From an optimization exercise on the open Yosys and OpenROAD flow, aimed at small area, a short achievable clock period and few clock cycles per item; shortcuts taken in it are not production practice. In this exercise RTL edits were held to simulation tests only and were not proved equivalent to the original. Power figures rest on the tool's default switching activity, not on a simulated workload.

===== design/flow/flow/run.sh =====
#!/bin/bash
set -euo pipefail
export BUFFER_PORTS_ARGS="-buffer_cell sky130_fd_sc_hd__buf_4"
export PRE_FLOORPLAN_TCL="$PWD/flow/downsize.tcl"
bash standard.sh > standard.log 2>&1

===== design/flow/flow/downsize.tcl =====
# Start the layout from the smallest drive strength of each combinational
# cell that synthesis picked; timing repair later sizes up what it needs.
set db [ord::get_db]
set block [ord::get_db_block]
set n 0
foreach inst [$block getInsts] {
  set m [[$inst getMaster] getName]
  if {![regexp {^(sky130_fd_sc_hd__([a-z0-9]+))_([0-9]+)$} $m -> base short drive]} { continue }
  if {[regexp {^(s?e?df|dl|conb|tap|fill|decap|clk)} $short]} { continue }
  foreach d {0 1 2} {
    if {$d >= $drive} { break }
    set cand ${base}_$d
    set cm [$db findMaster $cand]
    if {$cm eq "NULL" || $cm eq ""} { continue }
    replace_cell [$inst getName] $cand
    incr n
    break
  }
}
puts "downsize.tcl: resized $n instances"

===== design/flow/standard.sh =====
#!/bin/bash
# synth_recipe.tcl (not shown) runs the flow's synth.tcl, then flattens the netlist and writes it again
# the make line also repeats each setting of config.mk as NAME=value (left out here)
make -C /OpenROAD-flow-scripts/flow DESIGN_CONFIG=/design/flow/config.mk WORK_HOME=/design/flow/orfs CLKGATE_MAP_FILE= SYNTH_SCRIPT=/design/flow/synth_recipe.tcl "${@:-finish}"

===== design/flow/config.mk =====
export PLATFORM = sky130hd
export DESIGN_NAME = booth
export DESIGN_NICKNAME = booth
export VERILOG_FILES = /design/flow/design.v
export SDC_FILE = /design/flow/constraint.sdc
export NUM_CORES = 4
export LEC_CHECK = 0
export CAP_MARGIN = 20
export CORE_MARGIN = 2
export CORE_UTILIZATION = 40
export SLEW_MARGIN = 20
export SYNTH_HIERARCHICAL = 1
export SYNTH_MINIMUM_KEEP_SIZE = 0

===== design/flow/constraint.sdc =====
create_clock -name core_clock -period 4.0 [get_ports {clk}]
set_input_delay 0.8000 -clock core_clock [delete_from_list [all_inputs] [get_ports {clk}]]
set_output_delay 0.8000 -clock core_clock [all_outputs]
set_load 0.01 [all_outputs]

===== design/flow/design.v =====
module booth (
    input  wire        clk  ,
    input  wire        rst_n,
    input  wire [15:0] x    ,
    input  wire [15:0] y    ,
    input  wire        start,
    output wire [31:0] z    ,
    output wire        busy
);
assign busy = 1'b0;
wire one0_0, two0_0;
menc0 ue0_0 (.y2(y[1]), .y1(y[0]), .one(one0_0), .two(two0_0));
wire one1_0, two1_0;
menc ue1_0 (.y2(y[3]), .y1(y[2]), .y0(y[1]), .one(one1_0), .two(two1_0));
wire one2_0, two2_0;
menc ue2_0 (.y2(y[5]), .y1(y[4]), .y0(y[3]), .one(one2_0), .two(two2_0));
wire one3_0, two3_0;
menc ue3_0 (.y2(y[7]), .y1(y[6]), .y0(y[5]), .one(one3_0), .two(two3_0));
wire one4_0, two4_0;
menc ue4_0 (.y2(y[9]), .y1(y[8]), .y0(y[7]), .one(one4_0), .two(two4_0));
wire one5_0, two5_0;
menc ue5_0 (.y2(y[11]), .y1(y[10]), .y0(y[9]), .one(one5_0), .two(two5_0));
wire one6_0, two6_0;
menc ue6_0 (.y2(y[13]), .y1(y[12]), .y0(y[11]), .one(one6_0), .two(two6_0));
wire one7_0, two7_0;
menc ue7_0 (.y2(y[15]), .y1(y[14]), .y0(y[13]), .one(one7_0), .two(two7_0));
wire pp0_0;
mbs0 upp0_0 (.xj(x[0]), .one(one0_0), .neg(y[1]), .pp(pp0_0));
wire pp0_1;
mbs upp0_1 (.xj(x[1]), .xm(x[0]), .one(one0_0), .two(two0_0), .neg(y[1]), .pp(pp0_1));
wire pp0_2;
mbs upp0_2 (.xj(x[2]), .xm(x[1]), .one(one0_0), .two(two0_0), .neg(y[1]), .pp(pp0_2));
wire pp0_3;
mbs upp0_3 (.xj(x[3]), .xm(x[2]), .one(one0_0), .two(two0_0), .neg(y[1]), .pp(pp0_3));
wire pp0_4;
mbs upp0_4 (.xj(x[4]), .xm(x[3]), .one(one0_0), .two(two0_0), .neg(y[1]), .pp(pp0_4));
wire pp0_5;
mbs upp0_5 (.xj(x[5]), .xm(x[4]), .one(one0_0), .two(two0_0), .neg(y[1]), .pp(pp0_5));
wire pp0_6;
mbs upp0_6 (.xj(x[6]), .xm(x[5]), .one(one0_0), .two(two0_0), .neg(y[1]), .pp(pp0_6));
wire pp0_7;
mbs upp0_7 (.xj(x[7]), .xm(x[6]), .one(one0_0), .two(two0_0), .neg(y[1]), .pp(pp0_7));
wire pp0_8;
mbs upp0_8 (.xj(x[8]), .xm(x[7]), .one(one0_0), .two(two0_0), .neg(y[1]), .pp(pp0_8));
wire pp0_9;
mbs upp0_9 (.xj(x[9]), .xm(x[8]), .one(one0_0), .two(two0_0), .neg(y[1]), .pp(pp0_9));
wire pp0_10;
mbs upp0_10 (.xj(x[10]), .xm(x[9]), .one(one0_0), .two(two0_0), .neg(y[1]), .pp(pp0_10));
wire pp0_11;
mbs upp0_11 (.xj(x[11]), .xm(x[10]), .one(one0_0), .two(two0_0), .neg(y[1]), .pp(pp0_11));
wire pp0_12;
mbs upp0_12 (.xj(x[12]), .xm(x[11]), .one(one0_0), .two(two0_0), .neg(y[1]), .pp(pp0_12));
wire pp0_13;
mbs upp0_13 (.xj(x[13]), .xm(x[12]), .one(one0_0), .two(two0_0), .neg(y[1]), .pp(pp0_13));
wire pp0_14;
mbs upp0_14 (.xj(x[14]), .xm(x[13]), .one(one0_0), .two(two0_0), .neg(y[1]), .pp(pp0_14));
wire pp0_15;
mbs upp0_15 (.xj(x[15]), .xm(x[14]), .one(one0_0), .two(two0_0), .neg(y[1]), .pp(pp0_15));
wire pp0_16;
mbsn upp0_16 (.xj(x[15]), .xm(x[15]), .one(one0_0), .two(two0_0), .neg(y[1]), .pp(pp0_16));
wire s0n;
minv us0n (.a(pp0_16), .y(s0n));
wire pp1_0;
mbs0 upp1_0 (.xj(x[0]), .one(one1_0), .neg(y[3]), .pp(pp1_0));
wire pp1_1;
mbs upp1_1 (.xj(x[1]), .xm(x[0]), .one(one1_0), .two(two1_0), .neg(y[3]), .pp(pp1_1));
wire pp1_2;
mbs upp1_2 (.xj(x[2]), .xm(x[1]), .one(one1_0), .two(two1_0), .neg(y[3]), .pp(pp1_2));
wire pp1_3;
mbs upp1_3 (.xj(x[3]), .xm(x[2]), .one(one1_0), .two(two1_0), .neg(y[3]), .pp(pp1_3));
wire pp1_4;
mbs upp1_4 (.xj(x[4]), .xm(x[3]), .one(one1_0), .two(two1_0), .neg(y[3]), .pp(pp1_4));
wire pp1_5;
mbs upp1_5 (.xj(x[5]), .xm(x[4]), .one(one1_0), .two(two1_0), .neg(y[3]), .pp(pp1_5));
wire pp1_6;
mbs upp1_6 (.xj(x[6]), .xm(x[5]), .one(one1_0), .two(two1_0), .neg(y[3]), .pp(pp1_6));
wire pp1_7;
mbs upp1_7 (.xj(x[7]), .xm(x[6]), .one(one1_0), .two(two1_0), .neg(y[3]), .pp(pp1_7));
wire pp1_8;
mbs upp1_8 (.xj(x[8]), .xm(x[7]), .one(one1_0), .two(two1_0), .neg(y[3]), .pp(pp1_8));
wire pp1_9;
mbs upp1_9 (.xj(x[9]), .xm(x[8]), .one(one1_0), .two(two1_0), .neg(y[3]), .pp(pp1_9));
wire pp1_10;
mbs upp1_10 (.xj(x[10]), .xm(x[9]), .one(one1_0), .two(two1_0), .neg(y[3]), .pp(pp1_10));
wire pp1_11;
mbs upp1_11 (.xj(x[11]), .xm(x[10]), .one(one1_0), .two(two1_0), .neg(y[3]), .pp(pp1_11));
wire pp1_12;
mbs upp1_12 (.xj(x[12]), .xm(x[11]), .one(one1_0), .two(two1_0), .neg(y[3]), .pp(pp1_12));
wire pp1_13;
mbs upp1_13 (.xj(x[13]), .xm(x[12]), .one(one1_0), .two(two1_0), .neg(y[3]), .pp(pp1_13));
wire pp1_14;
mbs upp1_14 (.xj(x[14]), .xm(x[13]), .one(one1_0), .two(two1_0), .neg(y[3]), .pp(pp1_14));
wire pp1_15;
mbs upp1_15 (.xj(x[15]), .xm(x[14]), .one(one1_0), .two(two1_0), .neg(y[3]), .pp(pp1_15));
wire pp1_16;
mbsn upp1_16 (.xj(x[15]), .xm(x[15]), .one(one1_0), .two(two1_0), .neg(y[3]), .pp(pp1_16));
wire pp2_0;
mbs0 upp2_0 (.xj(x[0]), .one(one2_0), .neg(y[5]), .pp(pp2_0));
wire pp2_1;
mbs upp2_1 (.xj(x[1]), .xm(x[0]), .one(one2_0), .two(two2_0), .neg(y[5]), .pp(pp2_1));
wire pp2_2;
mbs upp2_2 (.xj(x[2]), .xm(x[1]), .one(one2_0), .two(two2_0), .neg(y[5]), .pp(pp2_2));
wire pp2_3;
mbs upp2_3 (.xj(x[3]), .xm(x[2]), .one(one2_0), .two(two2_0), .neg(y[5]), .pp(pp2_3));
wire pp2_4;
mbs upp2_4 (.xj(x[4]), .xm(x[3]), .one(one2_0), .two(two2_0), .neg(y[5]), .pp(pp2_4));
wire pp2_5;
mbs upp2_5 (.xj(x[5]), .xm(x[4]), .one(one2_0), .two(two2_0), .neg(y[5]), .pp(pp2_5));
wire pp2_6;
mbs upp2_6 (.xj(x[6]), .xm(x[5]), .one(one2_0), .two(two2_0), .neg(y[5]), .pp(pp2_6));
wire pp2_7;
mbs upp2_7 (.xj(x[7]), .xm(x[6]), .one(one2_0), .two(two2_0), .neg(y[5]), .pp(pp2_7));
wire pp2_8;
mbs upp2_8 (.xj(x[8]), .xm(x[7]), .one(one2_0), .two(two2_0), .neg(y[5]), .pp(pp2_8));
wire pp2_9;
mbs upp2_9 (.xj(x[9]), .xm(x[8]), .one(one2_0), .two(two2_0), .neg(y[5]), .pp(pp2_9));
wire pp2_10;
mbs upp2_10 (.xj(x[10]), .xm(x[9]), .one(one2_0), .two(two2_0), .neg(y[5]), .pp(pp2_10));
wire pp2_11;
mbs upp2_11 (.xj(x[11]), .xm(x[10]), .one(one2_0), .two(two2_0), .neg(y[5]), .pp(pp2_11));
wire pp2_12;
mbs upp2_12 (.xj(x[12]), .xm(x[11]), .one(one2_0), .two(two2_0), .neg(y[5]), .pp(pp2_12));
wire pp2_13;
mbs upp2_13 (.xj(x[13]), .xm(x[12]), .one(one2_0), .two(two2_0), .neg(y[5]), .pp(pp2_13));
wire pp2_14;
mbs upp2_14 (.xj(x[14]), .xm(x[13]), .one(one2_0), .two(two2_0), .neg(y[5]), .pp(pp2_14));
wire pp2_15;
mbs upp2_15 (.xj(x[15]), .xm(x[14]), .one(one2_0), .two(two2_0), .neg(y[5]), .pp(pp2_15));
wire pp2_16;
mbsn upp2_16 (.xj(x[15]), .xm(x[15]), .one(one2_0), .two(two2_0), .neg(y[5]), .pp(pp2_16));
wire pp3_0;
mbs0 upp3_0 (.xj(x[0]), .one(one3_0), .neg(y[7]), .pp(pp3_0));
wire pp3_1;
mbs upp3_1 (.xj(x[1]), .xm(x[0]), .one(one3_0), .two(two3_0), .neg(y[7]), .pp(pp3_1));
wire pp3_2;
mbs upp3_2 (.xj(x[2]), .xm(x[1]), .one(one3_0), .two(two3_0), .neg(y[7]), .pp(pp3_2));
wire pp3_3;
mbs upp3_3 (.xj(x[3]), .xm(x[2]), .one(one3_0), .two(two3_0), .neg(y[7]), .pp(pp3_3));
wire pp3_4;
mbs upp3_4 (.xj(x[4]), .xm(x[3]), .one(one3_0), .two(two3_0), .neg(y[7]), .pp(pp3_4));
wire pp3_5;
mbs upp3_5 (.xj(x[5]), .xm(x[4]), .one(one3_0), .two(two3_0), .neg(y[7]), .pp(pp3_5));
wire pp3_6;
mbs upp3_6 (.xj(x[6]), .xm(x[5]), .one(one3_0), .two(two3_0), .neg(y[7]), .pp(pp3_6));
wire pp3_7;
mbs upp3_7 (.xj(x[7]), .xm(x[6]), .one(one3_0), .two(two3_0), .neg(y[7]), .pp(pp3_7));
wire pp3_8;
mbs upp3_8 (.xj(x[8]), .xm(x[7]), .one(one3_0), .two(two3_0), .neg(y[7]), .pp(pp3_8));
wire pp3_9;
mbs upp3_9 (.xj(x[9]), .xm(x[8]), .one(one3_0), .two(two3_0), .neg(y[7]), .pp(pp3_9));
wire pp3_10;
mbs upp3_10 (.xj(x[10]), .xm(x[9]), .one(one3_0), .two(two3_0), .neg(y[7]), .pp(pp3_10));
wire pp3_11;
mbs upp3_11 (.xj(x[11]), .xm(x[10]), .one(one3_0), .two(two3_0), .neg(y[7]), .pp(pp3_11));
wire pp3_12;
mbs upp3_12 (.xj(x[12]), .xm(x[11]), .one(one3_0), .two(two3_0), .neg(y[7]), .pp(pp3_12));
wire pp3_13;
mbs upp3_13 (.xj(x[13]), .xm(x[12]), .one(one3_0), .two(two3_0), .neg(y[7]), .pp(pp3_13));
wire pp3_14;
mbs upp3_14 (.xj(x[14]), .xm(x[13]), .one(one3_0), .two(two3_0), .neg(y[7]), .pp(pp3_14));
wire pp3_15;
mbs upp3_15 (.xj(x[15]), .xm(x[14]), .one(one3_0), .two(two3_0), .neg(y[7]), .pp(pp3_15));
wire pp3_16;
mbsn upp3_16 (.xj(x[15]), .xm(x[15]), .one(one3_0), .two(two3_0), .neg(y[7]), .pp(pp3_16));
wire pp4_0;
mbs0 upp4_0 (.xj(x[0]), .one(one4_0), .neg(y[9]), .pp(pp4_0));
wire pp4_1;
mbs upp4_1 (.xj(x[1]), .xm(x[0]), .one(one4_0), .two(two4_0), .neg(y[9]), .pp(pp4_1));
wire pp4_2;
mbs upp4_2 (.xj(x[2]), .xm(x[1]), .one(one4_0), .two(two4_0), .neg(y[9]), .pp(pp4_2));
wire pp4_3;
mbs upp4_3 (.xj(x[3]), .xm(x[2]), .one(one4_0), .two(two4_0), .neg(y[9]), .pp(pp4_3));
wire pp4_4;
mbs upp4_4 (.xj(x[4]), .xm(x[3]), .one(one4_0), .two(two4_0), .neg(y[9]), .pp(pp4_4));
wire pp4_5;
mbs upp4_5 (.xj(x[5]), .xm(x[4]), .one(one4_0), .two(two4_0), .neg(y[9]), .pp(pp4_5));
wire pp4_6;
mbs upp4_6 (.xj(x[6]), .xm(x[5]), .one(one4_0), .two(two4_0), .neg(y[9]), .pp(pp4_6));
wire pp4_7;
mbs upp4_7 (.xj(x[7]), .xm(x[6]), .one(one4_0), .two(two4_0), .neg(y[9]), .pp(pp4_7));
wire pp4_8;
mbs upp4_8 (.xj(x[8]), .xm(x[7]), .one(one4_0), .two(two4_0), .neg(y[9]), .pp(pp4_8));
wire pp4_9;
mbs upp4_9 (.xj(x[9]), .xm(x[8]), .one(one4_0), .two(two4_0), .neg(y[9]), .pp(pp4_9));
wire pp4_10;
mbs upp4_10 (.xj(x[10]), .xm(x[9]), .one(one4_0), .two(two4_0), .neg(y[9]), .pp(pp4_10));
wire pp4_11;
mbs upp4_11 (.xj(x[11]), .xm(x[10]), .one(one4_0), .two(two4_0), .neg(y[9]), .pp(pp4_11));
wire pp4_12;
mbs upp4_12 (.xj(x[12]), .xm(x[11]), .one(one4_0), .two(two4_0), .neg(y[9]), .pp(pp4_12));
wire pp4_13;
mbs upp4_13 (.xj(x[13]), .xm(x[12]), .one(one4_0), .two(two4_0), .neg(y[9]), .pp(pp4_13));
wire pp4_14;
mbs upp4_14 (.xj(x[14]), .xm(x[13]), .one(one4_0), .two(two4_0), .neg(y[9]), .pp(pp4_14));
wire pp4_15;
mbs upp4_15 (.xj(x[15]), .xm(x[14]), .one(one4_0), .two(two4_0), .neg(y[9]), .pp(pp4_15));
wire pp4_16;
mbsn upp4_16 (.xj(x[15]), .xm(x[15]), .one(one4_0), .two(two4_0), .neg(y[9]), .pp(pp4_16));
wire pp5_0;
mbs0 upp5_0 (.xj(x[0]), .one(one5_0), .neg(y[11]), .pp(pp5_0));
wire pp5_1;
mbs upp5_1 (.xj(x[1]), .xm(x[0]), .one(one5_0), .two(two5_0), .neg(y[11]), .pp(pp5_1));
wire pp5_2;
mbs upp5_2 (.xj(x[2]), .xm(x[1]), .one(one5_0), .two(two5_0), .neg(y[11]), .pp(pp5_2));
wire pp5_3;
mbs upp5_3 (.xj(x[3]), .xm(x[2]), .one(one5_0), .two(two5_0), .neg(y[11]), .pp(pp5_3));
wire pp5_4;
mbs upp5_4 (.xj(x[4]), .xm(x[3]), .one(one5_0), .two(two5_0), .neg(y[11]), .pp(pp5_4));
wire pp5_5;
mbs upp5_5 (.xj(x[5]), .xm(x[4]), .one(one5_0), .two(two5_0), .neg(y[11]), .pp(pp5_5));
wire pp5_6;
mbs upp5_6 (.xj(x[6]), .xm(x[5]), .one(one5_0), .two(two5_0), .neg(y[11]), .pp(pp5_6));
wire pp5_7;
mbs upp5_7 (.xj(x[7]), .xm(x[6]), .one(one5_0), .two(two5_0), .neg(y[11]), .pp(pp5_7));
wire pp5_8;
mbs upp5_8 (.xj(x[8]), .xm(x[7]), .one(one5_0), .two(two5_0), .neg(y[11]), .pp(pp5_8));
wire pp5_9;
mbs upp5_9 (.xj(x[9]), .xm(x[8]), .one(one5_0), .two(two5_0), .neg(y[11]), .pp(pp5_9));
wire pp5_10;
mbs upp5_10 (.xj(x[10]), .xm(x[9]), .one(one5_0), .two(two5_0), .neg(y[11]), .pp(pp5_10));
wire pp5_11;
mbs upp5_11 (.xj(x[11]), .xm(x[10]), .one(one5_0), .two(two5_0), .neg(y[11]), .pp(pp5_11));
wire pp5_12;
mbs upp5_12 (.xj(x[12]), .xm(x[11]), .one(one5_0), .two(two5_0), .neg(y[11]), .pp(pp5_12));
wire pp5_13;
mbs upp5_13 (.xj(x[13]), .xm(x[12]), .one(one5_0), .two(two5_0), .neg(y[11]), .pp(pp5_13));
wire pp5_14;
mbs upp5_14 (.xj(x[14]), .xm(x[13]), .one(one5_0), .two(two5_0), .neg(y[11]), .pp(pp5_14));
wire pp5_15;
mbs upp5_15 (.xj(x[15]), .xm(x[14]), .one(one5_0), .two(two5_0), .neg(y[11]), .pp(pp5_15));
wire pp5_16;
mbsn upp5_16 (.xj(x[15]), .xm(x[15]), .one(one5_0), .two(two5_0), .neg(y[11]), .pp(pp5_16));
wire pp6_0;
mbs0 upp6_0 (.xj(x[0]), .one(one6_0), .neg(y[13]), .pp(pp6_0));
wire pp6_1;
mbs upp6_1 (.xj(x[1]), .xm(x[0]), .one(one6_0), .two(two6_0), .neg(y[13]), .pp(pp6_1));
wire pp6_2;
mbs upp6_2 (.xj(x[2]), .xm(x[1]), .one(one6_0), .two(two6_0), .neg(y[13]), .pp(pp6_2));
wire pp6_3;
mbs upp6_3 (.xj(x[3]), .xm(x[2]), .one(one6_0), .two(two6_0), .neg(y[13]), .pp(pp6_3));
wire pp6_4;
mbs upp6_4 (.xj(x[4]), .xm(x[3]), .one(one6_0), .two(two6_0), .neg(y[13]), .pp(pp6_4));
wire pp6_5;
mbs upp6_5 (.xj(x[5]), .xm(x[4]), .one(one6_0), .two(two6_0), .neg(y[13]), .pp(pp6_5));
wire pp6_6;
mbs upp6_6 (.xj(x[6]), .xm(x[5]), .one(one6_0), .two(two6_0), .neg(y[13]), .pp(pp6_6));
wire pp6_7;
mbs upp6_7 (.xj(x[7]), .xm(x[6]), .one(one6_0), .two(two6_0), .neg(y[13]), .pp(pp6_7));
wire pp6_8;
mbs upp6_8 (.xj(x[8]), .xm(x[7]), .one(one6_0), .two(two6_0), .neg(y[13]), .pp(pp6_8));
wire pp6_9;
mbs upp6_9 (.xj(x[9]), .xm(x[8]), .one(one6_0), .two(two6_0), .neg(y[13]), .pp(pp6_9));
wire pp6_10;
mbs upp6_10 (.xj(x[10]), .xm(x[9]), .one(one6_0), .two(two6_0), .neg(y[13]), .pp(pp6_10));
wire pp6_11;
mbs upp6_11 (.xj(x[11]), .xm(x[10]), .one(one6_0), .two(two6_0), .neg(y[13]), .pp(pp6_11));
wire pp6_12;
mbs upp6_12 (.xj(x[12]), .xm(x[11]), .one(one6_0), .two(two6_0), .neg(y[13]), .pp(pp6_12));
wire pp6_13;
mbs upp6_13 (.xj(x[13]), .xm(x[12]), .one(one6_0), .two(two6_0), .neg(y[13]), .pp(pp6_13));
wire pp6_14;
mbs upp6_14 (.xj(x[14]), .xm(x[13]), .one(one6_0), .two(two6_0), .neg(y[13]), .pp(pp6_14));
wire pp6_15;
mbs upp6_15 (.xj(x[15]), .xm(x[14]), .one(one6_0), .two(two6_0), .neg(y[13]), .pp(pp6_15));
wire pp6_16;
mbsn upp6_16 (.xj(x[15]), .xm(x[15]), .one(one6_0), .two(two6_0), .neg(y[13]), .pp(pp6_16));
wire pp7_0;
mbs0 upp7_0 (.xj(x[0]), .one(one7_0), .neg(y[15]), .pp(pp7_0));
wire pp7_1;
mbs upp7_1 (.xj(x[1]), .xm(x[0]), .one(one7_0), .two(two7_0), .neg(y[15]), .pp(pp7_1));
wire pp7_2;
mbs upp7_2 (.xj(x[2]), .xm(x[1]), .one(one7_0), .two(two7_0), .neg(y[15]), .pp(pp7_2));
wire pp7_3;
mbs upp7_3 (.xj(x[3]), .xm(x[2]), .one(one7_0), .two(two7_0), .neg(y[15]), .pp(pp7_3));
wire pp7_4;
mbs upp7_4 (.xj(x[4]), .xm(x[3]), .one(one7_0), .two(two7_0), .neg(y[15]), .pp(pp7_4));
wire pp7_5;
mbs upp7_5 (.xj(x[5]), .xm(x[4]), .one(one7_0), .two(two7_0), .neg(y[15]), .pp(pp7_5));
wire pp7_6;
mbs upp7_6 (.xj(x[6]), .xm(x[5]), .one(one7_0), .two(two7_0), .neg(y[15]), .pp(pp7_6));
wire pp7_7;
mbs upp7_7 (.xj(x[7]), .xm(x[6]), .one(one7_0), .two(two7_0), .neg(y[15]), .pp(pp7_7));
wire pp7_8;
mbs upp7_8 (.xj(x[8]), .xm(x[7]), .one(one7_0), .two(two7_0), .neg(y[15]), .pp(pp7_8));
wire pp7_9;
mbs upp7_9 (.xj(x[9]), .xm(x[8]), .one(one7_0), .two(two7_0), .neg(y[15]), .pp(pp7_9));
wire pp7_10;
mbs upp7_10 (.xj(x[10]), .xm(x[9]), .one(one7_0), .two(two7_0), .neg(y[15]), .pp(pp7_10));
wire pp7_11;
mbs upp7_11 (.xj(x[11]), .xm(x[10]), .one(one7_0), .two(two7_0), .neg(y[15]), .pp(pp7_11));
wire pp7_12;
mbs upp7_12 (.xj(x[12]), .xm(x[11]), .one(one7_0), .two(two7_0), .neg(y[15]), .pp(pp7_12));
wire pp7_13;
mbs upp7_13 (.xj(x[13]), .xm(x[12]), .one(one7_0), .two(two7_0), .neg(y[15]), .pp(pp7_13));
wire pp7_14;
mbs upp7_14 (.xj(x[14]), .xm(x[13]), .one(one7_0), .two(two7_0), .neg(y[15]), .pp(pp7_14));
wire pp7_15;
mbs upp7_15 (.xj(x[15]), .xm(x[14]), .one(one7_0), .two(two7_0), .neg(y[15]), .pp(pp7_15));
wire pp7_16;
mbsn upp7_16 (.xj(x[15]), .xm(x[15]), .one(one7_0), .two(two7_0), .neg(y[15]), .pp(pp7_16));
wire s1, c2;
mha us1 (.a(y[3]), .b(pp0_2), .s(s1), .co(c2));
wire s3, c4;
mha us3 (.a(pp0_3), .b(pp1_1), .s(s3), .co(c4));
wire s5, c6;
mfa us5 (.a(y[5]), .b(pp0_4), .c(pp1_2), .s(s5), .co(c6));
wire s7, c8;
mha us7 (.a(pp2_0), .b(c4), .s(s7), .co(c8));
wire s9, c10;
mfa us9 (.a(pp0_5), .b(pp1_3), .c(pp2_1), .s(s9), .co(c10));
wire s11, c12;
mha us11 (.a(c6), .b(c8), .s(s11), .co(c12));
wire s13, c14;
mfa us13 (.a(y[7]), .b(pp0_6), .c(pp1_4), .s(s13), .co(c14));
wire s15, c16;
mfa us15 (.a(pp2_2), .b(pp3_0), .c(c10), .s(s15), .co(c16));
wire s17, c18;
mha us17 (.a(s13), .b(c12), .s(s17), .co(c18));
wire s19, c20;
mfa us19 (.a(pp0_7), .b(pp1_5), .c(pp2_3), .s(s19), .co(c20));
wire s21, c22;
mfa us21 (.a(pp3_1), .b(c14), .c(s19), .s(s21), .co(c22));
wire s23, c24;
mha us23 (.a(c16), .b(c18), .s(s23), .co(c24));
wire s25, c26;
mfa us25 (.a(y[9]), .b(pp0_8), .c(pp1_6), .s(s25), .co(c26));
wire s27, c28;
mfa us27 (.a(pp2_4), .b(pp3_2), .c(pp4_0), .s(s27), .co(c28));
wire s29, c30;
mfa us29 (.a(c20), .b(s25), .c(s27), .s(s29), .co(c30));
wire s31, c32;
mha us31 (.a(c22), .b(s29), .s(s31), .co(c32));
wire s33, c34;
mfa us33 (.a(pp0_9), .b(pp1_7), .c(pp2_5), .s(s33), .co(c34));
wire s35, c36;
mfa us35 (.a(pp3_3), .b(pp4_1), .c(c26), .s(s35), .co(c36));
wire s37, c38;
mfa us37 (.a(c28), .b(s33), .c(s35), .s(s37), .co(c38));
wire s39, c40;
mha us39 (.a(c30), .b(c32), .s(s39), .co(c40));
wire s41, c42;
mfa us41 (.a(y[11]), .b(pp0_10), .c(pp1_8), .s(s41), .co(c42));
wire s43, c44;
mfa us43 (.a(pp2_6), .b(pp3_4), .c(pp4_2), .s(s43), .co(c44));
wire s45, c46;
mfa us45 (.a(pp5_0), .b(c34), .c(s41), .s(s45), .co(c46));
wire s47, c48;
mfa us47 (.a(s43), .b(c36), .c(s45), .s(s47), .co(c48));
wire s49, c50;
mha us49 (.a(c38), .b(c40), .s(s49), .co(c50));
wire s51, c52;
mfa us51 (.a(pp0_11), .b(pp1_9), .c(pp2_7), .s(s51), .co(c52));
wire s53, c54;
mfa us53 (.a(pp3_5), .b(pp4_3), .c(pp5_1), .s(s53), .co(c54));
wire s55, c56;
mfa us55 (.a(c42), .b(c44), .c(s51), .s(s55), .co(c56));
wire s57, c58;
mfa us57 (.a(s53), .b(c46), .c(s55), .s(s57), .co(c58));
wire s59, c60;
mha us59 (.a(c48), .b(s57), .s(s59), .co(c60));
wire s61, c62;
mfa us61 (.a(y[13]), .b(pp0_12), .c(pp1_10), .s(s61), .co(c62));
wire s63, c64;
mfa us63 (.a(pp2_8), .b(pp3_6), .c(pp4_4), .s(s63), .co(c64));
wire s65, c66;
mfa us65 (.a(pp5_2), .b(pp6_0), .c(c52), .s(s65), .co(c66));
wire s67, c68;
mfa us67 (.a(c54), .b(s61), .c(s63), .s(s67), .co(c68));
wire s69, c70;
mfa us69 (.a(s65), .b(c56), .c(s67), .s(s69), .co(c70));
wire s71, c72;
mha us71 (.a(c58), .b(s69), .s(s71), .co(c72));
wire s73, c74;
mfa us73 (.a(pp0_13), .b(pp1_11), .c(pp2_9), .s(s73), .co(c74));
wire s75, c76;
mfa us75 (.a(pp3_7), .b(pp4_5), .c(pp5_3), .s(s75), .co(c76));
wire s77, c78;
mfa us77 (.a(pp6_1), .b(c62), .c(c64), .s(s77), .co(c78));
wire s79, c80;
mfa us79 (.a(s73), .b(s75), .c(c66), .s(s79), .co(c80));
wire s81, c82;
mfa us81 (.a(s77), .b(c68), .c(s79), .s(s81), .co(c82));
wire s83, c84;
mha us83 (.a(c70), .b(c72), .s(s83), .co(c84));
wire s85, c86;
mfa us85 (.a(y[15]), .b(pp0_14), .c(pp1_12), .s(s85), .co(c86));
wire s87, c88;
mfa us87 (.a(pp2_10), .b(pp3_8), .c(pp4_6), .s(s87), .co(c88));
wire s89, c90;
mfa us89 (.a(pp5_4), .b(pp6_2), .c(pp7_0), .s(s89), .co(c90));
wire s91, c92;
mfa us91 (.a(c74), .b(c76), .c(s85), .s(s91), .co(c92));
wire s93, c94;
mfa us93 (.a(s87), .b(s89), .c(c78), .s(s93), .co(c94));
wire s95, c96;
mfa us95 (.a(s91), .b(c80), .c(s93), .s(s95), .co(c96));
wire s97, c98;
mha us97 (.a(c82), .b(s95), .s(s97), .co(c98));
wire s99, c100;
mfa us99 (.a(pp0_15), .b(pp1_13), .c(pp2_11), .s(s99), .co(c100));
wire s101, c102;
mfa us101 (.a(pp3_9), .b(pp4_7), .c(pp5_5), .s(s101), .co(c102));
wire s103, c104;
mfa us103 (.a(pp6_3), .b(pp7_1), .c(c86), .s(s103), .co(c104));
wire s105, c106;
mfa us105 (.a(c88), .b(c90), .c(s99), .s(s105), .co(c106));
wire s107, c108;
mfa us107 (.a(s101), .b(s103), .c(c92), .s(s107), .co(c108));
wire s109, c110;
mfa us109 (.a(s105), .b(c94), .c(s107), .s(s109), .co(c110));
wire s111, c112;
mha us111 (.a(c96), .b(s109), .s(s111), .co(c112));
wire s113, c114;
mfa us113 (.a(s0n), .b(pp1_14), .c(pp2_12), .s(s113), .co(c114));
wire s115, c116;
mfa us115 (.a(pp3_10), .b(pp4_8), .c(pp5_6), .s(s115), .co(c116));
wire s117, c118;
mfa us117 (.a(pp6_4), .b(pp7_2), .c(c100), .s(s117), .co(c118));
wire s119, c120;
mfa us119 (.a(c102), .b(s113), .c(s115), .s(s119), .co(c120));
wire s121, c122;
mfa us121 (.a(c104), .b(s117), .c(c106), .s(s121), .co(c122));
wire s123, c124;
mfa us123 (.a(s119), .b(c108), .c(s121), .s(s123), .co(c124));
wire s125, c126;
mha us125 (.a(c110), .b(s123), .s(s125), .co(c126));
wire s127, c128;
mfa us127 (.a(s0n), .b(pp1_15), .c(pp2_13), .s(s127), .co(c128));
wire s129, c130;
mfa us129 (.a(pp3_11), .b(pp4_9), .c(pp5_7), .s(s129), .co(c130));
wire s131, c132;
mfa us131 (.a(pp6_5), .b(pp7_3), .c(c114), .s(s131), .co(c132));
wire s133, c134;
mfa us133 (.a(c116), .b(s127), .c(s129), .s(s133), .co(c134));
wire s135, c136;
mfa us135 (.a(c118), .b(s131), .c(c120), .s(s135), .co(c136));
wire s137, c138;
mfa us137 (.a(s133), .b(c122), .c(s135), .s(s137), .co(c138));
wire s139, c140;
mha us139 (.a(c124), .b(s137), .s(s139), .co(c140));
wire s141, c142;
mfa us141 (.a(pp0_16), .b(pp1_16), .c(pp2_14), .s(s141), .co(c142));
wire s143, c144;
mfa us143 (.a(pp3_12), .b(pp4_10), .c(pp5_8), .s(s143), .co(c144));
wire s145, c146;
mfa us145 (.a(pp6_6), .b(pp7_4), .c(c128), .s(s145), .co(c146));
wire s147, c148;
mfa us147 (.a(c130), .b(s141), .c(s143), .s(s147), .co(c148));
wire s149, c150;
mfa us149 (.a(c132), .b(s145), .c(c134), .s(s149), .co(c150));
wire s151, c152;
mfa us151 (.a(s147), .b(c136), .c(s149), .s(s151), .co(c152));
wire s153, c154;
mha us153 (.a(c138), .b(s151), .s(s153), .co(c154));
wire s155;
minv us155 (.a(pp2_15), .y(s155));
wire s156, c157;
mfa us156 (.a(pp3_13), .b(pp4_11), .c(pp5_9), .s(s156), .co(c157));
wire s158, c159;
mfa us158 (.a(pp6_7), .b(pp7_5), .c(s155), .s(s158), .co(c159));
wire s160, c161;
mfa us160 (.a(c142), .b(c144), .c(s156), .s(s160), .co(c161));
wire s162, c163;
mfa us162 (.a(s158), .b(c146), .c(c148), .s(s162), .co(c163));
wire s164, c165;
mfa us164 (.a(s160), .b(c150), .c(s162), .s(s164), .co(c165));
wire s166, c167;
mha us166 (.a(c152), .b(s164), .s(s166), .co(c167));
wire s168, c169;
mfa us168 (.a(pp2_16), .b(pp3_14), .c(pp4_12), .s(s168), .co(c169));
wire s170, c171;
mfa us170 (.a(pp5_10), .b(pp6_8), .c(pp7_6), .s(s170), .co(c171));
wire s172, c173;
mfa us172 (.a(pp2_15), .b(c157), .c(s168), .s(s172), .co(c173));
wire s174, c175;
mfa us174 (.a(s170), .b(c159), .c(c161), .s(s174), .co(c175));
wire s176, c177;
mfa us176 (.a(s172), .b(c163), .c(s174), .s(s176), .co(c177));
wire s178, c179;
mha us178 (.a(c165), .b(s176), .s(s178), .co(c179));
wire s180;
minv us180 (.a(pp3_15), .y(s180));
wire s181, c182;
mfa us181 (.a(pp4_13), .b(pp5_11), .c(pp6_9), .s(s181), .co(c182));
wire s183, c184;
mfa us183 (.a(pp7_7), .b(s180), .c(c169), .s(s183), .co(c184));
wire s185, c186;
mfa us185 (.a(c171), .b(s181), .c(s183), .s(s185), .co(c186));
wire s187, c188;
mfa us187 (.a(c173), .b(c175), .c(s185), .s(s187), .co(c188));
wire s189, c190;
mha us189 (.a(c177), .b(s187), .s(s189), .co(c190));
wire s191, c192;
mfa us191 (.a(pp3_16), .b(pp4_14), .c(pp5_12), .s(s191), .co(c192));
wire s193, c194;
mfa us193 (.a(pp6_10), .b(pp7_8), .c(pp3_15), .s(s193), .co(c194));
wire s195, c196;
mfa us195 (.a(c182), .b(s191), .c(s193), .s(s195), .co(c196));
wire s197, c198;
mfa us197 (.a(c184), .b(s195), .c(c186), .s(s197), .co(c198));
wire s199, c200;
mha us199 (.a(c188), .b(s197), .s(s199), .co(c200));
wire s201;
minv us201 (.a(pp4_15), .y(s201));
wire s202, c203;
mfa us202 (.a(pp5_13), .b(pp6_11), .c(pp7_9), .s(s202), .co(c203));
wire s204, c205;
mfa us204 (.a(s201), .b(c192), .c(c194), .s(s204), .co(c205));
wire s206, c207;
mfa us206 (.a(s202), .b(s204), .c(c196), .s(s206), .co(c207));
wire s208, c209;
mha us208 (.a(s206), .b(c198), .s(s208), .co(c209));
wire s210, c211;
mfa us210 (.a(pp4_16), .b(pp5_14), .c(pp6_12), .s(s210), .co(c211));
wire s212, c213;
mfa us212 (.a(pp7_10), .b(pp4_15), .c(c203), .s(s212), .co(c213));
wire s214, c215;
mfa us214 (.a(s210), .b(c205), .c(s212), .s(s214), .co(c215));
wire s216, c217;
mha us216 (.a(c207), .b(s214), .s(s216), .co(c217));
wire s218;
minv us218 (.a(pp5_15), .y(s218));
wire s219, c220;
mfa us219 (.a(pp6_13), .b(pp7_11), .c(s218), .s(s219), .co(c220));
wire s221, c222;
mfa us221 (.a(c211), .b(s219), .c(c213), .s(s221), .co(c222));
wire s223, c224;
mha us223 (.a(c215), .b(s221), .s(s223), .co(c224));
wire s225, c226;
mfa us225 (.a(pp5_16), .b(pp6_14), .c(pp7_12), .s(s225), .co(c226));
wire s227, c228;
mfa us227 (.a(pp5_15), .b(s225), .c(c220), .s(s227), .co(c228));
wire s229, c230;
mha us229 (.a(s227), .b(c222), .s(s229), .co(c230));
wire s231;
minv us231 (.a(pp6_15), .y(s231));
wire s232, c233;
mfa us232 (.a(pp7_13), .b(s231), .c(c226), .s(s232), .co(c233));
wire s234, c235;
mha us234 (.a(s232), .b(c228), .s(s234), .co(c235));
wire s236, c237;
mfa us236 (.a(pp6_16), .b(pp7_14), .c(pp6_15), .s(s236), .co(c237));
wire s238, c239;
mha us238 (.a(s236), .b(c233), .s(s238), .co(c239));
wire s240;
minv us240 (.a(pp7_15), .y(s240));
wire s241, c242;
mfa us241 (.a(s240), .b(c237), .c(c239), .s(s241), .co(c242));
wire s243, c244;
mfa us243 (.a(pp7_16), .b(pp7_15), .c(c242), .s(s243), .co(c244));
wire s245;
minv us245 (.a(c244), .y(s245));
wire lp1, lg2;
mha ulp1 (.a(pp0_0), .b(y[1]), .s(lp1), .co(lg2));
wire lp3, lg4;
mha ulp3 (.a(pp1_0), .b(s1), .s(lp3), .co(lg4));
wire lp5, lg6;
mha ulp5 (.a(c2), .b(s3), .s(lp5), .co(lg6));
wire lp7, lg8;
mha ulp7 (.a(s5), .b(s7), .s(lp7), .co(lg8));
wire lp9, lg10;
mha ulp9 (.a(s9), .b(s11), .s(lp9), .co(lg10));
wire lp11, lg12;
mha ulp11 (.a(s15), .b(s17), .s(lp11), .co(lg12));
wire lp13, lg14;
mha ulp13 (.a(s21), .b(s23), .s(lp13), .co(lg14));
wire lq15;
mand ulq15 (.a(lp3), .b(pp0_1), .y(lq15));
wire lg16;
mao ulg16 (.g1(lg8), .p1(lp7), .g0(lg6), .g(lg16));
wire lq17;
mand ulq17 (.a(lp7), .b(lp5), .y(lq17));
wire lg18;
mao ulg18 (.g1(lg12), .p1(lp11), .g0(lg10), .g(lg18));
wire lq19;
mand ulq19 (.a(lp11), .b(lp9), .y(lq19));
wire lg20;
mao ulg20 (.g1(lg4), .p1(lq15), .g0(lg2), .g(lg20));
wire lg21;
mao ulg21 (.g1(lg18), .p1(lq19), .g0(lg16), .g(lg21));
wire lq22;
mand ulq22 (.a(lq19), .b(lq17), .y(lq22));
wire lg23;
mao ulg23 (.g1(lg21), .p1(lq22), .g0(lg20), .g(lg23));
wire lg24;
mao ulg24 (.g1(lg16), .p1(lq17), .g0(lg20), .g(lg24));
wire la25;
mand ula25 (.a(pp0_1), .b(lg2), .y(la25));
wire lg26;
mao ulg26 (.g1(lg6), .p1(lp5), .g0(lg20), .g(lg26));
wire lg27;
mao ulg27 (.g1(lg10), .p1(lp9), .g0(lg24), .g(lg27));
wire lg28;
mao ulg28 (.g1(lg14), .p1(lp13), .g0(lg23), .g(lg28));
wire ls29;
mxor uls29 (.a(pp0_1), .b(lg2), .y(ls29));
wire ls30;
mxor uls30 (.a(lp3), .b(la25), .y(ls30));
wire ls31;
mxor uls31 (.a(lp5), .b(lg20), .y(ls31));
wire ls32;
mxor uls32 (.a(lp7), .b(lg26), .y(ls32));
wire ls33;
mxor uls33 (.a(lp9), .b(lg24), .y(ls33));
wire ls34;
mxor uls34 (.a(lp11), .b(lg27), .y(ls34));
wire ls35;
mxor uls35 (.a(lp13), .b(lg23), .y(ls35));
reg [8:0] qlo;
reg [23:0] qa;
reg [20:0] qb;
wire hp36, hg37;
mha uhp36 (.a(qa[0]), .b(qb[0]), .s(hp36), .co(hg37));
wire hp38, hg39;
mha uhp38 (.a(qa[1]), .b(qb[1]), .s(hp38), .co(hg39));
wire hp40, hg41;
mha uhp40 (.a(qa[2]), .b(qb[2]), .s(hp40), .co(hg41));
wire hp42, hg43;
mha uhp42 (.a(qa[3]), .b(qb[3]), .s(hp42), .co(hg43));
wire hp44, hg45;
mha uhp44 (.a(qa[4]), .b(qb[4]), .s(hp44), .co(hg45));
wire hp46, hg47;
mha uhp46 (.a(qa[5]), .b(qb[5]), .s(hp46), .co(hg47));
wire hp48, hg49;
mha uhp48 (.a(qa[6]), .b(qb[6]), .s(hp48), .co(hg49));
wire hp50, hg51;
mha uhp50 (.a(qa[7]), .b(qb[7]), .s(hp50), .co(hg51));
wire hp52, hg53;
mha uhp52 (.a(qa[8]), .b(qb[8]), .s(hp52), .co(hg53));
wire hp54, hg55;
mha uhp54 (.a(qa[9]), .b(qb[9]), .s(hp54), .co(hg55));
wire hp56, hg57;
mha uhp56 (.a(qa[10]), .b(qb[10]), .s(hp56), .co(hg57));
wire hp58, hg59;
mha uhp58 (.a(qa[11]), .b(qb[11]), .s(hp58), .co(hg59));
wire hp60, hg61;
mha uhp60 (.a(qa[12]), .b(qb[12]), .s(hp60), .co(hg61));
wire hp62, hg63;
mha uhp62 (.a(qa[13]), .b(qb[13]), .s(hp62), .co(hg63));
wire hp64, hg65;
mha uhp64 (.a(qa[14]), .b(qb[14]), .s(hp64), .co(hg65));
wire hp66, hg67;
mha uhp66 (.a(qa[15]), .b(qb[15]), .s(hp66), .co(hg67));
wire hp68, hg69;
mha uhp68 (.a(qa[16]), .b(qb[16]), .s(hp68), .co(hg69));
wire hp70, hg71;
mha uhp70 (.a(qa[17]), .b(qb[17]), .s(hp70), .co(hg71));
wire hp72, hg73;
mha uhp72 (.a(qa[18]), .b(qb[18]), .s(hp72), .co(hg73));
wire hp74, hg75;
mha uhp74 (.a(qa[19]), .b(qb[19]), .s(hp74), .co(hg75));
wire hp76, hg77;
mha uhp76 (.a(qa[20]), .b(qb[20]), .s(hp76), .co(hg77));
wire hg78;
mao uhg78 (.g1(hg37), .p1(hp36), .g0(qlo[8]), .g(hg78));
wire hg79;
mao uhg79 (.g1(hg41), .p1(hp40), .g0(hg39), .g(hg79));
wire hq80;
mand uhq80 (.a(hp40), .b(hp38), .y(hq80));
wire hg81;
mao uhg81 (.g1(hg45), .p1(hp44), .g0(hg43), .g(hg81));
wire hq82;
mand uhq82 (.a(hp44), .b(hp42), .y(hq82));
wire hg83;
mao uhg83 (.g1(hg49), .p1(hp48), .g0(hg47), .g(hg83));
wire hq84;
mand uhq84 (.a(hp48), .b(hp46), .y(hq84));
wire hg85;
mao uhg85 (.g1(hg53), .p1(hp52), .g0(hg51), .g(hg85));
wire hq86;
mand uhq86 (.a(hp52), .b(hp50), .y(hq86));
wire hg87;
mao uhg87 (.g1(hg57), .p1(hp56), .g0(hg55), .g(hg87));
wire hq88;
mand uhq88 (.a(hp56), .b(hp54), .y(hq88));
wire hg89;
mao uhg89 (.g1(hg61), .p1(hp60), .g0(hg59), .g(hg89));
wire hq90;
mand uhq90 (.a(hp60), .b(hp58), .y(hq90));
wire hg91;
mao uhg91 (.g1(hg65), .p1(hp64), .g0(hg63), .g(hg91));
wire hq92;
mand uhq92 (.a(hp64), .b(hp62), .y(hq92));
wire hg93;
mao uhg93 (.g1(hg69), .p1(hp68), .g0(hg67), .g(hg93));
wire hq94;
mand uhq94 (.a(hp68), .b(hp66), .y(hq94));
wire hg95;
mao uhg95 (.g1(hg73), .p1(hp72), .g0(hg71), .g(hg95));
wire hq96;
mand uhq96 (.a(hp72), .b(hp70), .y(hq96));
wire hg97;
mao uhg97 (.g1(hg77), .p1(hp76), .g0(hg75), .g(hg97));
wire hq98;
mand uhq98 (.a(hp76), .b(hp74), .y(hq98));
wire hq99;
mand uhq99 (.a(qa[22]), .b(qa[21]), .y(hq99));
wire hg100;
mao uhg100 (.g1(hg79), .p1(hq80), .g0(hg78), .g(hg100));
wire hg101;
mao uhg101 (.g1(hg83), .p1(hq84), .g0(hg81), .g(hg101));
wire hq102;
mand uhq102 (.a(hq84), .b(hq82), .y(hq102));
wire hg103;
mao uhg103 (.g1(hg87), .p1(hq88), .g0(hg85), .g(hg103));
wire hq104;
mand uhq104 (.a(hq88), .b(hq86), .y(hq104));
wire hg105;
mao uhg105 (.g1(hg91), .p1(hq92), .g0(hg89), .g(hg105));
wire hq106;
mand uhq106 (.a(hq92), .b(hq90), .y(hq106));
wire hg107;
mao uhg107 (.g1(hg95), .p1(hq96), .g0(hg93), .g(hg107));
wire hq108;
mand uhq108 (.a(hq96), .b(hq94), .y(hq108));
wire ha109;
mand uha109 (.a(hq99), .b(hg97), .y(ha109));
wire hq110;
mand uhq110 (.a(hq99), .b(hq98), .y(hq110));
wire hg111;
mao uhg111 (.g1(hg101), .p1(hq102), .g0(hg100), .g(hg111));
wire hg112;
mao uhg112 (.g1(hg105), .p1(hq106), .g0(hg103), .g(hg112));
wire hq113;
mand uhq113 (.a(hq106), .b(hq104), .y(hq113));
wire hg114;
mao uhg114 (.g1(ha109), .p1(hq110), .g0(hg107), .g(hg114));
wire hq115;
mand uhq115 (.a(hq110), .b(hq108), .y(hq115));
wire hg116;
mao uhg116 (.g1(hg112), .p1(hq113), .g0(hg111), .g(hg116));
wire hg117;
mao uhg117 (.g1(hg114), .p1(hq115), .g0(hg116), .g(hg117));
wire hg118;
mao uhg118 (.g1(hg103), .p1(hq104), .g0(hg111), .g(hg118));
wire hg119;
mao uhg119 (.g1(hg107), .p1(hq108), .g0(hg116), .g(hg119));
wire hg120;
mao uhg120 (.g1(hg81), .p1(hq82), .g0(hg100), .g(hg120));
wire hg121;
mao uhg121 (.g1(hg85), .p1(hq86), .g0(hg111), .g(hg121));
wire hg122;
mao uhg122 (.g1(hg89), .p1(hq90), .g0(hg118), .g(hg122));
wire hg123;
mao uhg123 (.g1(hg93), .p1(hq94), .g0(hg116), .g(hg123));
wire hg124;
mao uhg124 (.g1(hg97), .p1(hq98), .g0(hg119), .g(hg124));
wire hg125;
mao uhg125 (.g1(hg39), .p1(hp38), .g0(hg78), .g(hg125));
wire hg126;
mao uhg126 (.g1(hg43), .p1(hp42), .g0(hg100), .g(hg126));
wire hg127;
mao uhg127 (.g1(hg47), .p1(hp46), .g0(hg120), .g(hg127));
wire hg128;
mao uhg128 (.g1(hg51), .p1(hp50), .g0(hg111), .g(hg128));
wire hg129;
mao uhg129 (.g1(hg55), .p1(hp54), .g0(hg121), .g(hg129));
wire hg130;
mao uhg130 (.g1(hg59), .p1(hp58), .g0(hg118), .g(hg130));
wire hg131;
mao uhg131 (.g1(hg63), .p1(hp62), .g0(hg122), .g(hg131));
wire hg132;
mao uhg132 (.g1(hg67), .p1(hp66), .g0(hg116), .g(hg132));
wire hg133;
mao uhg133 (.g1(hg71), .p1(hp70), .g0(hg123), .g(hg133));
wire hg134;
mao uhg134 (.g1(hg75), .p1(hp74), .g0(hg119), .g(hg134));
wire ha135;
mand uha135 (.a(qa[21]), .b(hg124), .y(ha135));
wire ha136;
mand uha136 (.a(qa[23]), .b(hg117), .y(ha136));
wire hs137;
mxor uhs137 (.a(hp36), .b(qlo[8]), .y(hs137));
wire hs138;
mxor uhs138 (.a(hp38), .b(hg78), .y(hs138));
wire hs139;
mxor uhs139 (.a(hp40), .b(hg125), .y(hs139));
wire hs140;
mxor uhs140 (.a(hp42), .b(hg100), .y(hs140));
wire hs141;
mxor uhs141 (.a(hp44), .b(hg126), .y(hs141));
wire hs142;
mxor uhs142 (.a(hp46), .b(hg120), .y(hs142));
wire hs143;
mxor uhs143 (.a(hp48), .b(hg127), .y(hs143));
wire hs144;
mxor uhs144 (.a(hp50), .b(hg111), .y(hs144));
wire hs145;
mxor uhs145 (.a(hp52), .b(hg128), .y(hs145));
wire hs146;
mxor uhs146 (.a(hp54), .b(hg121), .y(hs146));
wire hs147;
mxor uhs147 (.a(hp56), .b(hg129), .y(hs147));
wire hs148;
mxor uhs148 (.a(hp58), .b(hg118), .y(hs148));
wire hs149;
mxor uhs149 (.a(hp60), .b(hg130), .y(hs149));
wire hs150;
mxor uhs150 (.a(hp62), .b(hg122), .y(hs150));
wire hs151;
mxor uhs151 (.a(hp64), .b(hg131), .y(hs151));
wire hs152;
mxor uhs152 (.a(hp66), .b(hg116), .y(hs152));
wire hs153;
mxor uhs153 (.a(hp68), .b(hg132), .y(hs153));
wire hs154;
mxor uhs154 (.a(hp70), .b(hg123), .y(hs154));
wire hs155;
mxor uhs155 (.a(hp72), .b(hg133), .y(hs155));
wire hs156;
mxor uhs156 (.a(hp74), .b(hg119), .y(hs156));
wire hs157;
mxor uhs157 (.a(hp76), .b(hg134), .y(hs157));
wire hs158;
mxor uhs158 (.a(qa[21]), .b(hg124), .y(hs158));
wire hs159;
mxor uhs159 (.a(qa[22]), .b(ha135), .y(hs159));
wire hs160;
mxor uhs160 (.a(qa[23]), .b(hg117), .y(hs160));
assign z = {hs160, hs159, hs158, hs157, hs156, hs155, hs154, hs153, hs152, hs151, hs150, hs149, hs148, hs147, hs146, hs145, hs144, hs143, hs142, hs141, hs140, hs139, hs138, hs137, qlo[7], qlo[6], qlo[5], qlo[4], qlo[3], qlo[2], qlo[1], qlo[0]};
always @(posedge clk)
    if (start) begin
        qlo <= {lg28, ls35, ls34, ls33, ls32, ls31, ls30, ls29, lp1};
        qa <= {s245, s243, s241, c235, c230, c224, c217, c209, c200, c190, c179, c167, c154, c140, c126, c112, c98, c84, s81, c60, c50, s47, s37, c24};
        qb <= {s238, s234, s229, s223, s216, s208, s199, s189, s178, s166, s153, s139, s125, s111, s97, s83, s71, s59, s49, s39, s31};
    end
endmodule
module menc (input wire y2, input wire y1, input wire y0, output wire one, output wire two);
assign one = y1 ^ y0;
assign two = (y2 & ~y1 & ~y0) | (~y2 & y1 & y0);
endmodule
module menc0 (input wire y2, input wire y1, output wire one, output wire two);
assign one = y1;
assign two = y2 & ~y1;
endmodule
module mbs (input wire xj, input wire xm, input wire one, input wire two, input wire neg, output wire pp);
assign pp = ((one & xj) | (two & xm)) ^ neg;
endmodule
module mbs0 (input wire xj, input wire one, input wire neg, output wire pp);
assign pp = (one & xj) ^ neg;
endmodule
module mbsn (input wire xj, input wire xm, input wire one, input wire two, input wire neg, output wire pp);
assign pp = ~(((one & xj) | (two & xm)) ^ neg);
endmodule
module mfa (input wire a, input wire b, input wire c, output wire s, output wire co);
assign s  = a ^ b ^ c;
assign co = (a & b) | (a & c) | (b & c);
endmodule
module mha (input wire a, input wire b, output wire s, output wire co);
assign s  = a ^ b;
assign co = a & b;
endmodule
module minv (input wire a, output wire y);
assign y = ~a;
endmodule
module mand (input wire a, input wire b, output wire y);
assign y = a & b;
endmodule
module mxor (input wire a, input wire b, output wire y);
assign y = a ^ b;
endmodule
module mao (input wire g1, input wire p1, input wire g0, output wire g);
assign g = g1 | (p1 & g0);
endmodule

==> notes.md <==
-- per-stage QoR --
step,util [%],area (µm²),std cells,setup TNS (ns)
floorplan,-,7550,648,0
global placement,47.7,8660,955,-0.779
detailed placement,47.7,8660,955,-1.06
CTS,48.6,8820,963,0
global route,48.6,8820,963,0
finish,48.6,8820,963,0
-- state kept, by name, summed over array words and instances, names as in the netlist --
register	count
qb	21
qa	24
qlo	9
-- critical path: stages --
cell	delay [ns]
buf_4	0.13
nand2b_1	0.15
o22ai_2	0.16
buf_4	0.17
a22oi_1	0.08
xnor2_1	0.20
fa_1	0.51
fa_1	0.46
fa_1	0.52
fa_1	0.42
ha_1	0.29
-- metal layers --
layer	wire, µm	vias to the layer above
met4	227	0
met2	9100	182
met1	8110	2729
met3	1040	16
met5	0	-
li1	-	2493
-- where the power goes --
part | leakage [nW] | internal (mW) | total (mW) | switching, mW
Combinational | 3.00 | 2.43 | 4.88 | 2.45
Clock | 0.0781 | 0.297 | 0.505 | 0.208
Sequential | 0.525 | 1.20 | 1.29 | 0.0875
Total | 3.61 | 3.93 | 6.67 | 2.74
-- worst max-delay path by stage --
stage          from      to  slack [ns]  cells after the start
3_5_place_dp   y[8]  qb[11]       -0.14                     11
5_1_grt        y[8]  qb[11]        0.03                     11
2_1_floorplan  y[2]  qb[10]       0.009                      9
6_report       y[4]  qb[11]        0.16                     11
3_3_place_gp   y[2]  qb[11]       -0.12                     10
4_1_cts        y[4]  qb[11]        0.16                     11
-- layout make-up --
type	instances	share of cell area (%)
clock inverter	1	0.340
timing repair buffer	112	10.8
sequential	54	18.4
tap	229	3.25
inverter	8	0.340
clock buffer	7	1.50
multi-input combinational	552	65.4
==> flow_summary.toml <==
[timing]
maxSlewHeadroom_pct = 53.3
layout_setup_ws_ns = 0.161
tightest_slew_ns = 0.700
final.min_clock_period_ns = 3.84
grt_setup_unrepaired = "false"
holdWs_ns = 1.04
slew_viol_final = 0
fmax_mhz = 260
fin_crit_sh_pct = 96.0
setup_viol = 0
hold_violations = 0

[routing]
drt_iter0_drc = 460
drc = 0
drtAntennaViolNets = 0
vias = 5420
wl_um = 18500
first_pass_iters = 6
viasPerCell = 5.63
wl_per_cell_um = 19.2

[placement]
gp_congestion = 0.885
place_hpwl_um = 14200
port_buffers = 65
preCtsSetupSlack_ns = -0.145

[die]
num_rows = 49
die-height_um = 141
fp.dieW_um = 141
io_pins = 68
core_um2 = 18100
start_util_pct = 41.1
die_area_um2 = 19800

[finish]
final_cell_mix = "128 x xnor2_1, 128 x a22oi_1, 103 x buf_4"
nNetsFinal = 915
multi_input_area_um2 = 5770
drive_gt1_share_pct = 17.8
diodes = 0
fillCellCount = 1649
seq_area_um2 = 1620

[global_route]
grtUsageMet2_pct = 33.4
grt_overflow_total = 0
track_usage_pct = 19.3
grt_busiest_layer = "met2"
grt_pass1_wl_um = 30200
grt_antenna_before_repair = 0
grt.met1_usage_pct = 25.7
grt_pass1_vias = 5873
grt_start_max_net_pins = 55
grt_use_met3_pct = 2.91

[min_path]
min_path_cells = 1
min_from = "start"
min_to = "qa[19]"
hold_class = "primary input to flop"

[clock_tree]
hold_buffers = 0
post_cts_buffers = 0
cts_max_path_buffers = 2
cts_made_buffers = 5
h-tree-depth = 2
clockRootBuffer = "clkbuf_16"
clk_pin_slew_ns = 0.08
tritoncts = "done"
cts-resized-gates = 0
cts_num_sinks = 54

[status]
status = "no timing/DRC/antenna violations"

[pwr]
power.leakage_nw = 3.61
power.total_mw = 6.67
power_density_nw_per_um2 = 756
peakVddDrop_v = 0.000351

[logic_synthesis]
syn_inst = 648
synth_warnings = 7
synth_fp_nets = 830

[worst_setup_path]
endpoint_kind = "flop"
cp_max_fo = 6
worstSetupStartpointType = "primary input"
crit_type = "primary input to flop"
critPathArrivalTime_ns = 3.89
cp.required_ns = 4.05

[flow_run]
drv_cap = 0
Testbench counts, summed over its fixed seeds: cycles 3,200, items 3,200.

-- re-timing with driven ports --
Ports are ideal in the flow. The routed layout listed here was re-timed in OpenROAD. Step 1: set_driving_cell puts a clkbuf_16 on clk and a buf_2 on each other input, an assumption about the parent block. Step 2 moves the port delays by t, midway between the first and last clock arrival at a register: inputs arrive t later, outputs are due t later. That takes back most of the time a late clock gives input paths. a / b / c = ideal / step 1 / step 2; a / b = the first two.
t (ns): 0.343
setup slack, ns: 0.161 / 0.176 / -0.167
worst setup path after step 2: input to register
latest minus earliest clock arrival (ns): 0.013 / 0.012
With both steps, setup timing fails in this run, where it was met with ideal ports. For this run, drivers alone change the setup slack by +0.015 ns; drivers and shift together by -0.328 ns.
